Source: an optimization exercise on an open RTL-to-GDS flow (aim: small area and a short achievable clock period). Production flows keep margins and buffers that such runs may drop.
In this exercise RTL edits were held to simulation tests only and were not proved equivalent to the original.
Power is estimated from default activity; no workload was simulated.

Setup of exp/juniper:
==> flow/design.v <==
module Slice(A, B, din, rA, rD,
             dx,
             aD, aB, aR, aL, aA,
             bD, bB, bR, bA,
             a, an, bn);
input  A, B, din, rA, rD;
input  dx;
input  aD, aB, aR, aL, aA;
input  bD, bB, bR, bA;
output a, an, bn;
wire an1, an2, bn1, bn2;
assign a = A ^ (din & dx);
AOI222 u0(din, aD, B, aB, rA, aR, an1);
AOI22  u1(rD, aL, a, aA, an2);
assign an = ~(an1 & an2);
AOI22  u2(din, bD, B, bB, bn1);
AOI22  u3(rA, bR, a, bA, bn2);
assign bn = ~(bn1 & bn2);
endmodule
module AOI222(a1, a2, b1, b2, c1, c2, y);
input  a1, a2, b1, b2, c1, c2;
output y;
assign y = ~((a1 & a2) | (b1 & b2) | (c1 & c2));
endmodule
module AOI22(a1, a2, b1, b2, y);
input  a1, a2, b1, b2;
output y;
assign y = ~((a1 & a2) | (b1 & b2));
endmodule
module GS(a3,a2,a1,a0,
          b3,b2,b1,b0);
input  a3,a2,a1,a0;
output b3,b2,b1,b0;
wire x23 = a2 ^ a3;
assign b0 = ~(a0 | a1) ^ x23;
assign b1 = (a0 & ~(a1 ^ a2)) ^ x23;
assign b2 = a1 ^ a2 ^ (a3 & (a0 ^ (a1 & ~a2)));
assign b3 = a0 ^ (a3 & (a1 ^ (a0 & a2)));
endmodule
module LDMAC(clk,rst,
             load_s1,load_s2,
             load_k,
             load_m,
             din,
             dout,
             dout_valid,
             done);
input            clk,rst;
input            load_s1,load_s2;
output reg       load_k;
output reg       load_m;
input     [63:0] din;
output    [63:0] dout;
output reg       dout_valid;
output reg       done;
localparam [5:0] F12 = 6'd60;
localparam [5:0] F27 = 6'd5;
reg s2A;     
reg xph;     
reg sw;      
reg pf;      
reg pm;      
reg em;      
reg kb;      
reg kl;      
wire X1  = xph & ~s2A;
wire X2  = xph & s2A;
wire P1  = pm & ~s2A;
wire P2  = pm & s2A;
wire P1F = pf & ~s2A;
wire P2F = pf & s2A;
wire KA1 = kl & ~kb & ~s2A;
wire KA2 = kl & ~kb & s2A;
wire KB1 = kb & ~s2A;
wire KB2 = kb & s2A;
wire E1  = em & ~kb & ~s2A;
wire E2  = em & ~kb & s2A;
wire E1F = sw & ~xph & ~pf & ~s2A;
wire E2F = sw & ~xph & ~pf & s2A;
reg [2:0] blok;
wire bu  = (blok == 3'd7);
wire [5:0] rc;
wire t12 = (r == F12);
wire t27 = (r == F27);
wire lfsr_clr = X2 | KA1 | KA2 | P1F | P2F | E1F | E2F;
wire nX1  = ~rst & (P2F | E2F) | rst;
wire nX2  = ~rst & X1;
wire nP1  = ~rst & ((X2 & ~bu) | (P1 & ~t12));
wire nP1F = ~rst & P1 & t12;
wire nP2  = ~rst & (P1F | (P2 & ~t12));
wire nP2F = ~rst & P2 & t12;
wire nKA1 = ~rst & X2 & bu;
wire nKB1 = ~rst & KA1;
wire nE1  = ~rst & (KB1 | (E1 & ~t27));
wire nE1F = ~rst & E1 & t27;
wire nKA2 = ~rst & E1F;
wire nKB2 = ~rst & KA2;
wire nE2  = ~rst & (KB2 | (E2 & ~t27));
wire nE2F = ~rst & E2 & t27;
wire n2  = nX2 | nP2 | nP2F | nKA2 | nKB2 | nE2 | nE2F;    
wire nsw = nX1 | nX2 | nP1F | nP2F | nE1F | nE2F;          
wire npk = nP1 | nP2 | nKA1 | nKA2;                        
wire nrp = nP1 | nP2 | nKB1 | nKB2 | nE1 | nE2;            
wire nem = nKB1 | nKB2 | nE1 | nE2;                        
wire nsx = nX1 | nX2 | nE1F | nE2F;                        
wire npf = nP1F | nP2F;                                    
reg d1, d2;      
reg w1, w2;      
reg r1, r2;      
reg e1, e2;      
reg h1;          
reg x1, x2;      
reg f1, f2;      
reg q1, q2;      
always @(posedge clk) begin
    d1 <= (nsw & n2) | (npk & ~n2);
    d2 <= (nsw & ~n2) | (npk & n2);
    w1 <= nsw & ~n2;  w2 <= nsw & n2;
    r1 <= nrp & ~n2;  r2 <= nrp & n2;
    e1 <= nem & ~n2;  e2 <= nem & n2;
    h1 <= nsw ^ n2;
    x1 <= nsx & ~n2;  x2 <= nsx & n2;
    f1 <= npf & ~n2;  f2 <= npf & n2;
    q1 <= ~nsw & n2;  q2 <= ~nsw & ~n2;
end
always @(posedge clk) begin
    s2A <= nX2 | nP2 | nP2F | nKA2 | nKB2 | nE2 | nE2F;
    xph <= nX1 | nX2;
    sw  <= nX1 | nX2 | nP1F | nP2F | nE1F | nE2F;
    pf  <= nP1F | nP2F;
    pm  <= nP1 | nP2;
    em  <= nKB1 | nKB2 | nE1 | nE2;
    kb  <= nKB1 | nKB2;
    kl  <= nKA1 | nKB1 | nKA2 | nKB2;
end
always @(posedge clk) begin
    dout_valid <= ~rst & (E1 | E2) & t27;
    done       <= ~rst & E2 & t27;
    load_k     <= ~rst & ((X2 & bu) | KA1 | E1F | KA2);
    load_m     <= X2;
    blok       <= rst ? 3'd0 : blok + {2'd0, X2};
end
reg [5:0] r;
assign rc = {r[4:0], ~(r[5] ^ r[4])};
always @(posedge clk) begin
    r <= lfsr_clr ? 6'd0 : rc;
end
reg  [127:0] k;
wire [127:0] kuo;
assign kuo = {k[17:16], k[31:18], k[11:0], k[15:12], k[127:32]};
always @(posedge clk) begin
    if (kl) k[63:0] <= din;
    else    k[63:0] <= kuo[63:0];
    if (kb) k[127:64] <= k[63:0];
    else    k[127:64] <= kuo[127:64];
end
wire [31:0] kw  = kb ? din[31:0] : k[63:32];
wire [31:0] ck;
assign ck[15:0]  = {16{~em}} | kw[15:0];
assign ck[31:16] = {16{em}} & kw[31:16];
wire nrst = ~rst;
reg  [63:0] A, B;
wire [63:0] a, an, bn, rA, rD;
wire dx = rst | xph;                               
wire aD = rst ? load_s1 : ((load_s1 & d1) | (load_s2 & d2));    
wire aB = nrst & ((w2 & ~load_s1) | (w1 & ~load_s2));        
wire aR = nrst & ((r1 & ~load_s1) | (r2 & ~load_s2));        
wire aL = nrst & ((e1 & load_s1) | (e2 & load_s2));          
wire aA = ~(aD | aB | aR | aL);                              
wire bD = (nrst & h1) ? load_s1 : load_s2;                   
wire bA = nrst & ((x1 & ~load_s1) | (x2 & ~load_s2));        
wire bR = nrst & ((f1 & ~load_s1) | (f2 & ~load_s2));        
wire bB = rst ? ~load_s2 : ((q1 & ~load_s1) | (q2 & ~load_s2));    
wire [63:0] pA, pD;
genvar i, m;
generate
    for (i = 0; i < 16; i = i + 1) begin : g_sb
        wire [3:0] sa, sd;
        GS sbA(A[4*i+3],   A[4*i+2],   A[4*i+1],   A[4*i],   sa[3], sa[2], sa[1], sa[0]);
        GS sbD(din[4*i+3], din[4*i+2], din[4*i+1], din[4*i], sd[3], sd[2], sd[1], sd[0]);
        for (m = 0; m < 4; m = m + 1) begin : g_pm
            assign pA[4*(4*((m-i+16)%4) + i/4) + m] = sa[m];
            assign pD[4*(4*((m-i+16)%4) + i/4) + m] = sd[m];
        end
    end
endgenerate
wire [63:0] cv;
generate
    for (i = 0; i < 16; i = i + 1) begin : g_cv
        assign cv[4*i]   = ck[i];
        assign cv[4*i+1] = ck[16+i];
        assign cv[4*i+2] = 1'b0;
        assign cv[4*i+3] = (i < 6) ? rc[i] : (i == 15);
    end
endgenerate
assign rA = pA ^ cv;
assign rD = pD ^ cv;
generate
    for (i = 0; i < 64; i = i + 1) begin : g_bit
        Slice sl(A[i], B[i], din[i], rA[i], rD[i],
                 dx,
                 aD, aB, aR, aL, aA,
                 bD, bB, bR, bA,
                 a[i], an[i], bn[i]);
    end
endgenerate
always @(posedge clk) begin
    A <= an;
    B <= bn;
end
assign dout = A;
endmodule
export LEC_CHECK = 0
export CAP_MARGIN = 20
export CORE_MARGIN = 2
export CORE_UTILIZATION = 35
export CTS_CLUSTER_DIAMETER = 100
export CTS_CLUSTER_SIZE = 20
export SETUP_SLACK_MARGIN = 2.9
export SLEW_MARGIN = 20
export SYNTH_HIERARCHICAL = 1
export TNS_END_PERCENT = 0
create_clock -name core_clock -period 5.0 [get_ports {clk}]
standard.sh (not shown) runs the stock make flow with config.mk's settings and CLKGATE_MAP_FILE= SYNTH_SCRIPT=/design/flow/synth_recipe.tcl, a recipe that flattens the netlist after the stock synthesis.
==> flow/flow/run.sh <==
#!/bin/bash
set -euo pipefail
export BUFFER_PORTS_ARGS="-buffer_cell sky130_fd_sc_hd__buf_2"
bash standard.sh ABC_LOAD_IN_FF=2 finish > standard_flow.log 2>&1
Relative to exp/juniper, the following input files were edited for exp/ember:
- SETUP_SLACK_MARGIN: 2.9 -> 3.0
- PLACE_DENSITY: unset -> 0.5
[summary]
In exp/ember, the total chip power came out about 6% above the value in exp/juniper.
Looking at capture point of the worst path, the dout[57] result is from exp/ember; the B[20]$_DFF_P_ one comes from exp/juniper.
Compared with exp/juniper, in exp/ember fmax has increased, via count has increased, global-route usage has increased.
Relative to exp/ember, the following input files were edited for exp/lagoon:
- a change of CORE_UTILIZATION from 35 to 40
- a deleted PLACE_DENSITY that had been 0.5
--- outcome ---
exp/ember -> exp/lagoon: area used by sequential logic in the layout flat
Starting density of the core came out higher on exp/lagoon than on exp/ember.
Detailed route, exp/lagoon vs exp/ember: via total higher for exp/lagoon
Between exp/ember and exp/lagoon, the global-route total usage across every layer is lower for exp/ember.
Cell area: lower on exp/ember
Input-level comparison between exp/garnet and exp/lagoon:
- changing TNS_END_PERCENT from 0 to 2
- changing CORE_UTILIZATION from 40 to 35
Compared with exp/lagoon, exp/garnet shows post-placement cell count that has gone up by a few percent. Of exp/garnet and exp/lagoon, exp/lagoon shows the higher count of clock-buffer cells in the layout, with exp/garnet below it. Sort exp/garnet and exp/lagoon by growth of design area from synthesis to finish asc -> top: exp/garnet. Between exp/garnet and exp/lagoon, it is exp/garnet whose worst hold slack is higher, by 0.0062 ns. First-pass GRT wire length delta (exp/lagoon -> exp/garnet): insignificant. For the critical path required time, exp/garnet came in 1.48 ns higher than exp/lagoon did. In exp/garnet relative to exp/lagoon, total power had gone down by a few percent. Floorplan die height of exp/garnet exceeds that of exp/lagoon by a few percent. Relative to exp/lagoon, share of the clock period used by the worst path increased by 0.88 points in exp/garnet.
#### Input delta (exp/fjord over exp/garnet)
- a change of CTS_CLUSTER_DIAMETER from 100 to 150
- a change of CTS_CLUSTER_SIZE from 20 to 25
- a change of TNS_END_PERCENT from 2 to 0
Notes after the runs:
- exp/fjord finished end to end and its layout was clean on timing, DRC and antenna.
- Required time of the critical path in exp/fjord is 0.04 ns lower than in exp/garnet
- In exp/fjord relative to exp/garnet, pin count of the biggest net entering global routing had gone down by a few percent.
- Compared with exp/garnet, exp/fjord ends up with less cell area.

## static timing again, ports no longer ideal
How much do the figures lean on ideal ports? The routed layouts below were timed once more, with nothing changed but the port constraints. Step 1 sets driving cells, clkbuf_16 on the clock port and buf_2 on the other inputs (assumed; they add their load-dependent delay and slew). Step 2 times the ports against the registers' clock, not the clock port: input delays grow and output delays shrink by t, the midpoint of the rising clock arrivals with the driver on. a / b / c = no drivers / after step 1 / after step 2; a / b = the first two.
| run | shift t [ns] | slack for setup (ns) | clock arrival spread, ns | worst data-port slew with drivers (ns) | cell pins on the clock port's net |
|---|---|---|---|---|---|
| exp/juniper | 0.583 | 2.860 / 2.814 / 2.296 | 0.035 / 0.035 | 0.07 | 1 |
| exp/ember | 0.577 | 2.914 / 2.859 / 2.395 | 0.033 / 0.033 | 0.06 | 1 |
| exp/lagoon | 0.570 | 2.925 / 2.869 / 2.393 | 0.036 / 0.035 | 0.06 | 1 |
| exp/garnet | 0.575 | 2.881 / 2.857 / 2.339 | 0.036 / 0.035 | 0.06 | 1 |
| exp/fjord | 0.558 | 2.897 / 2.859 / 2.357 | 0.046 / 0.046 | 0.07 | 1 |
After both steps setup and hold are still met in every run listed. For exp/juniper, which loses most, drivers alone change the setup slack by -0.046 ns; drivers and shift together by -0.564 ns.
